This design comes from an exercise in tuning for small area on the open sky130 flow, not from production work.
At most, simulation tests tie the RTL to the original design; equivalence was not proved.
The flow treats the clock pin as an ideal source. Dropping or thinning the clock tree relies on that and would not hold on a real chip.
Power is estimated from default activity; no workload was simulated.

Setup of oak:
// axi_master_top
module axi_master_top (
    input  wire        ACLK,
    input  wire        ARESETN,
    input  wire        start_i,
    output wire [8:0]  M_AXI_AWADDR,
    output wire        M_AXI_AWVALID,
    input  wire        M_AXI_AWREADY,
    output wire [31:0] M_AXI_WDATA,
    output wire        M_AXI_WLAST,
    output wire        M_AXI_WVALID,
    input  wire        M_AXI_WREADY,
    input  wire [1:0]  M_AXI_BRESP,
    input  wire        M_AXI_BVALID,
    output wire        M_AXI_BREADY,
    output wire [8:0]  M_AXI_ARADDR,
    output wire        M_AXI_ARVALID,
    input  wire        M_AXI_ARREADY,
    input  wire [31:0] M_AXI_RDATA,
    input  wire [1:0]  M_AXI_RRESP,
    input  wire        M_AXI_RLAST,
    input  wire        M_AXI_RVALID,
    output wire        M_AXI_RREADY,
    output wire        ERROR
);
Size in the first run: ~28 flip-flops, about 100 I/O pins, about 1800 um^2 of cells after synthesis.
clock: 5.0 ns
lec_check: 0
cap_margin: 20
core_margin: 2
core_utilization: 40
place_density: 0.6
slew_margin: 20
standard.sh (not shown) runs the stock make flow with config.mk's settings and CLKGATE_MAP_FILE= SYNTH_SCRIPT=/design/flow/synth_recipe.tcl, a recipe that flattens the netlist after the stock synthesis.
==> flow/flow/run.sh <==
#!/bin/bash
# The standard layout (the standard.sh: standard synthesis, floorplan, place,
# CTS, route) with three changes to how the layout is made:
#  - constant outputs share the single tie cell synthesis gives them instead of
#    one tie cell per port (each with an unused second output);
#  - the port buffers are the smallest buffer, sky130_fd_sc_hd__buf_1 (repair
#    may still resize them);
#  - optional CTS arguments from flow/cts_args.txt.
set -euo pipefail
export SKIP_REPAIR_TIE_FANOUT=1
export BUFFER_PORTS_ARGS="-buffer_cell sky130_fd_sc_hd__buf_1"
if [[ -s flow/cts_args.txt ]]; then
  export CTS_ARGS="$(cat flow/cts_args.txt)"
fi
bash standard.sh finish > standard_flow.log 2>&1
==> flow/flow/cts_args.txt <==
-repair_clock_nets -buf_list sky130_fd_sc_hd__clkbuf_8 -root_buf sky130_fd_sc_hd__clkbuf_8 -dont_use_dummy_load -sink_clustering_enable -sink_clustering_size 40 -sink_clustering_max_diameter 200
Input changes introduced in pine (baseline for comparison: oak):
==> flow/flow/cts_args.txt <==
-repair_clock_nets -buf_list sky130_fd_sc_hd__clkbuf_4 sky130_fd_sc_hd__clkbuf_8 -root_buf sky130_fd_sc_hd__clkbuf_4 -dont_use_dummy_load
Findings:
As the logs show, pine stopped at clock tree synthesis after a tool error, so it never reached the end of the flow.
Re last weighted congestion value of the routability-driven placer: no difference whatsoever between pine and oak.
Re summed instance area of the synthesized netlist: no difference whatsoever between oak and pine.
Summary of pine over oak: starting density of the core has remained practically unchanged, mean instance size in the synthesized netlist level, number of instances in the synthesized netlist neither gained nor lost much.
pine -> oak: final HPWL from detailed placement delta 0, exact match
Diff oak..pine | port buffer count | unchanged
Re compound-gate portion of the synthesized area: no difference whatsoever between pine and oak.
Share of synthesized cell area in and, or, nand and nor gates: pine vs oak identical
#### Input delta (birch over pine)
Settings: an added ABC_AREA of 1.
removed: flow/flow/cts_args.txt
[summary]
Comparing pine and birch, the one run not ending clean was pine. pine never completed; the flow aborted with a tool error in clock tree synthesis. Compared with pine, birch shows routability congestion estimate from global placement that has gone down slightly. Going from pine to birch, minimum setup slack after placement rose 140 ps; compound-cell area share of the yosys netlist grew by 1.0 points; arithmetic-cell share of the synthesized area counting full adders, half adders and majority gates has decreased. In the reports for pine and birch, the smaller placed wire-length estimate belongs to pine. Going from pine to birch, die extent in y grew by a few percent. [compare] base=pine new=birch: initial core utilization picked up an extra 1.3 points, number of nets produced by synthesis picked up an extra 46.
diff inputs: birch => maple
Settings: ABC_AREA: 1 -> unset.
Run comparison: maple worst setup path startpoint u_master.wcount[0]$_SDFFE_PN0P_; birch worst setup path startpoint u_master.wcount[1]$_SDFFE_PN0P_
Between birch and maple, final cycle utilization of the critical path increased.
Synthesized cell count, maple vs birch: down by more than 10%
Re first-iteration DRC count: no difference whatsoever between maple and birch.
Each of the runs, namely maple and birch, reached the end of the flow and came out clean.
maple vs. birch: area share of xor/xnor cells in the synthesized design increased by 3.4 points relative to the old numbers; final cell utilization of the core decreased by 1.2 points relative to the old numbers; power after layout decreased by about 1.8% relative to the old numbers.
No functional check of the RTL was part of any run of this note.

## main
axi_master_top, a different RTL version from the one above (not shown whole).
Size in the first run: roughly 180 cells after synthesis, roughly 28 flip-flops, ~100 I/O pins, roughly 1500 µm² of cells after synthesis.
Design axi_master_top, start of the top module:
module axi_master_top (
    input  wire        ACLK,
    input  wire        ARESETN,
    input  wire        start_i,
    output wire [8:0]  M_AXI_AWADDR,
    output wire        M_AXI_AWVALID,
    input  wire        M_AXI_AWREADY,
    output wire [31:0] M_AXI_WDATA,
    output wire        M_AXI_WLAST,
    output wire        M_AXI_WVALID,
    input  wire        M_AXI_WREADY,
    input  wire [1:0]  M_AXI_BRESP,
    input  wire        M_AXI_BVALID,
    output wire        M_AXI_BREADY,
    output wire [8:0]  M_AXI_ARADDR,
    output wire        M_AXI_ARVALID,
    input  wire        M_AXI_ARREADY,
    input  wire [31:0] M_AXI_RDATA,
    input  wire [1:0]  M_AXI_RRESP,
    input  wire        M_AXI_RLAST,
    input  wire        M_AXI_RVALID,
    output wire        M_AXI_RREADY,
    output wire        ERROR
);
   wire [2:0] awaddr, araddr;
   wire [3:0] wdata;
   wire       ready;
   assign M_AXI_AWADDR  = {awaddr, 6'd0};
   assign M_AXI_ARADDR  = {araddr, 6'd0};
   assign M_AXI_WDATA   = {28'd0, wdata};
   assign M_AXI_BREADY  = ready;
   assign M_AXI_RREADY  = ready;
   axi_master u_master (
      .ACLK(ACLK),
      .ARESETN(ARESETN),
      .start_i(start_i),
      .awaddr(awaddr),
      .awvalid(M_AXI_AWVALID),
      .AWREADY(M_AXI_AWREADY),
      .wdata(wdata),
      .wlast(M_AXI_WLAST),
      .wvalid(M_AXI_WVALID),
      .WREADY(M_AXI_WREADY),
      .BRESP1(M_AXI_BRESP[1]),
      .BVALID(M_AXI_BVALID),
      .bready(ready),
      .araddr(araddr),
      .arvalid(M_AXI_ARVALID),
      .ARREADY(M_AXI_ARREADY),
      .RDATA(M_AXI_RDATA),
      .RRESP1(M_AXI_RRESP[1]),
      .RLAST(M_AXI_RLAST),
      .RVALID(M_AXI_RVALID),
      .error_reg(ERROR)
   );
endmodule
clock: 5.0 ns
lec_check: 0
cap_margin: 20
core_margin: 2
core_utilization: 40
place_density: 0.6
slew_margin: 20
==> flow/flow/run.sh <==
#!/bin/bash
# The standard layout (standard.sh) with these changes to how it is made:
#  - synthesis: the standard synthesis script, but ABC maps with an area-only
#    script (flow/area.abc) and adders are left to ABC instead of being mapped
#    to half/full-adder cells first (ADDER_MAP_FILE empty);
#  - constant outputs share the single tie cell synthesis gives them instead of
#    one tie cell per port;
#  - the port buffers are the smallest buffer, sky130_fd_sc_hd__buf_1;
#  - CTS adds no dummy loads, and its tree is then collapsed into one clock
#    buffer (flow/one_clock_buffer.tcl), then routing and the rest run as usual.
# Each step's output goes to a log file of its own here; ORFS's own logs are
# under orfs/logs.
set -euo pipefail
W=$PWD
export SKIP_REPAIR_TIE_FANOUT=1
export BUFFER_PORTS_ARGS="-buffer_cell sky130_fd_sc_hd__buf_1"
export ADDER_MAP_FILE=
export MY_ABC_SCRIPT=$W/flow/area.abc
export FLOW_SYNTH_TCL=$W/synth_recipe.tcl
export CTS_ARGS="-repair_clock_nets -dont_use_dummy_load"
sed "s#SYNTH_SCRIPT=[^ ]*#SYNTH_SCRIPT=$W/flow/synth.tcl#" standard.sh > standard_synth.sh
bash standard_synth.sh synth > synth.log 2>&1
bash standard.sh cts > place_cts.log 2>&1
R=$W/orfs/results/$FLOW_PLATFORM/axi_master_top/base
CTS_ODB=$R/4_1_cts.odb CLOCK_BUFFER_CELL=${CLOCK_BUFFER_CELL:-sky130_fd_sc_hd__buf_12} \
  openroad -no_init -exit flow/one_clock_buffer.tcl > one_clock_buffer.log 2>&1
cp $R/4_1_cts.odb $R/4_cts.odb
bash standard.sh finish > route_finish.log 2>&1
==> flow/flow/one_clock_buffer.tcl <==
# Collapse the clock tree CTS built (a root buffer driving leaf buffers) into
# a single buffer: the first leaf buffer is kept and driven by the clock port,
# the register clock pins of the other leaves are moved onto its output, the
# root and the other leaves are removed, the kept buffer is set to
# $::env(CLOCK_BUFFER_CELL) and placed at the centre of its sinks, and the
# placement is legalised again. All registers stay one buffer from the port.
read_db $::env(CTS_ODB)
set db [ord::get_db]
set block [ord::get_db_block]
set clknet [[$block findBTerm ACLK] getNet]
proc out_net {inst} {
  foreach it [$inst getITerms] {
    if {[$it isOutputSignal]} { return [$it getNet] }
  }
  return ""
}
set roots [$clknet getITerms]
if {[llength $roots] != 1} {
  puts "one_clock_buffer: the clock port drives [llength $roots] pins; layout left as CTS made it"
  exit 0
}
set root [[lindex $roots 0] getInst]
set rootnet [out_net $root]
set leaves {}
foreach it [$rootnet getITerms] {
  set inst [$it getInst]
  if {$inst == $root} { continue }
  if {![string match "sky130_fd_sc_hd__clkbuf_*" [[$inst getMaster] getName]]} {
    puts "one_clock_buffer: the root buffer drives [$inst getName]; layout left as CTS made it"
    exit 0
  }
  lappend leaves $inst
}
if {[llength $leaves] < 1} {
  puts "one_clock_buffer: no leaf buffers; layout left as CTS made it"
  exit 0
}
set keep [lindex $leaves 0]
set keepnet [out_net $keep]
foreach inst [lrange $leaves 1 end] {
  set leafnet [out_net $inst]
  foreach st [$leafnet getITerms] {
    if {[$st getInst] == $inst} { continue }
    $st disconnect
    $st connect $keepnet
  }
  puts "one_clock_buffer: removed [$inst getName]"
  odb::dbInst_destroy $inst
  odb::dbNet_destroy $leafnet
}
set keepin [$keep findITerm A]
$keepin disconnect
puts "one_clock_buffer: removed [$root getName]"
odb::dbInst_destroy $root
odb::dbNet_destroy $rootnet
$keepin connect $clknet
$keep swapMaster [$db findMaster $::env(CLOCK_BUFFER_CELL)]
set n 0; set sx 0; set sy 0
foreach it [$keepnet getITerms] {
  set inst [$it getInst]
  if {$inst == $keep} { continue }
  set bb [$inst getBBox]
  incr n; incr sx [expr {([$bb xMin] + [$bb xMax]) / 2}]; incr sy [expr {([$bb yMin] + [$bb yMax]) / 2}]
}
puts "one_clock_buffer: [$keep getName] ($::env(CLOCK_BUFFER_CELL)) drives $n clock pins"
$keep setLocation [expr {$sx / $n}] [expr {$sy / $n}]
$keep setPlacementStatus PLACED
detailed_placement
check_placement
write_db $::env(CTS_ODB)
Other scripts of this flow, unchanged in this note and not shown: flow/flow/area.abc, flow/flow/synth.tcl
## Diff of input files: the feature branch against main
-- flow/flow/run.sh --
<<< main, line 25
CTS_ODB=$R/4_1_cts.odb CLOCK_BUFFER_CELL=${CLOCK_BUFFER_CELL:-sky130_fd_sc_hd__buf_12} \
>>> the feature branch, line 25
CTS_ODB=$R/4_1_cts.odb CLOCK_BUFFER_CELL=${CLOCK_BUFFER_CELL:-sky130_fd_sc_hd__clkbuf_16} \
Notes after the runs:
- Arrival time at the worst endpoint essentially unchanged between the feature branch and main.
- Between main and the feature branch, the final hold slack figures differ only marginally.
- Share of the final layout cell area in sequential cells: main vs the feature branch — no meaningful difference

[static timing again, ports no longer ideal]
The results above use ideal ports. As a check the final layouts listed here were re-extracted and re-timed, cells and wires unchanged.
Step 1 sets driving cells, clkbuf_16 on the clock port and buf_2 on the other inputs (assumed; they add their load-dependent delay and slew).
Step 2 moves the port delays by t, midway between the first and last clock arrival at a register: inputs arrive t later, outputs are due t later. That takes back most of the time a late clock gives input paths.
Three values: ideal ports, drivers, drivers and shift; two values: the first two.
run | t (ns) | setup WS [ns] | worst setup path at the end | clock arrival spread, ns
oak | 0.293 | 2.705 / 2.678 / 2.448 | input to register | 0.014 / 0.015
birch | 0.300 | 2.726 / 2.701 / 2.588 | input to register | 0.002 / 0.002
maple | 0.296 | 2.703 / 2.680 / 2.456 | input to register | 0.006 / 0.006
main | 0.171 | 3.003 / 3.017 / 2.846 | input to register | 0.003 / 0.002
the feature branch | 0.192 | 3.029 / 3.022 / 2.848 | input to register | 0.004 / 0.004
After both steps every run listed still meets setup and hold. The setup slack of oak, which loses most, moves by -0.027 ns with the drivers and by -0.257 ns with both steps.
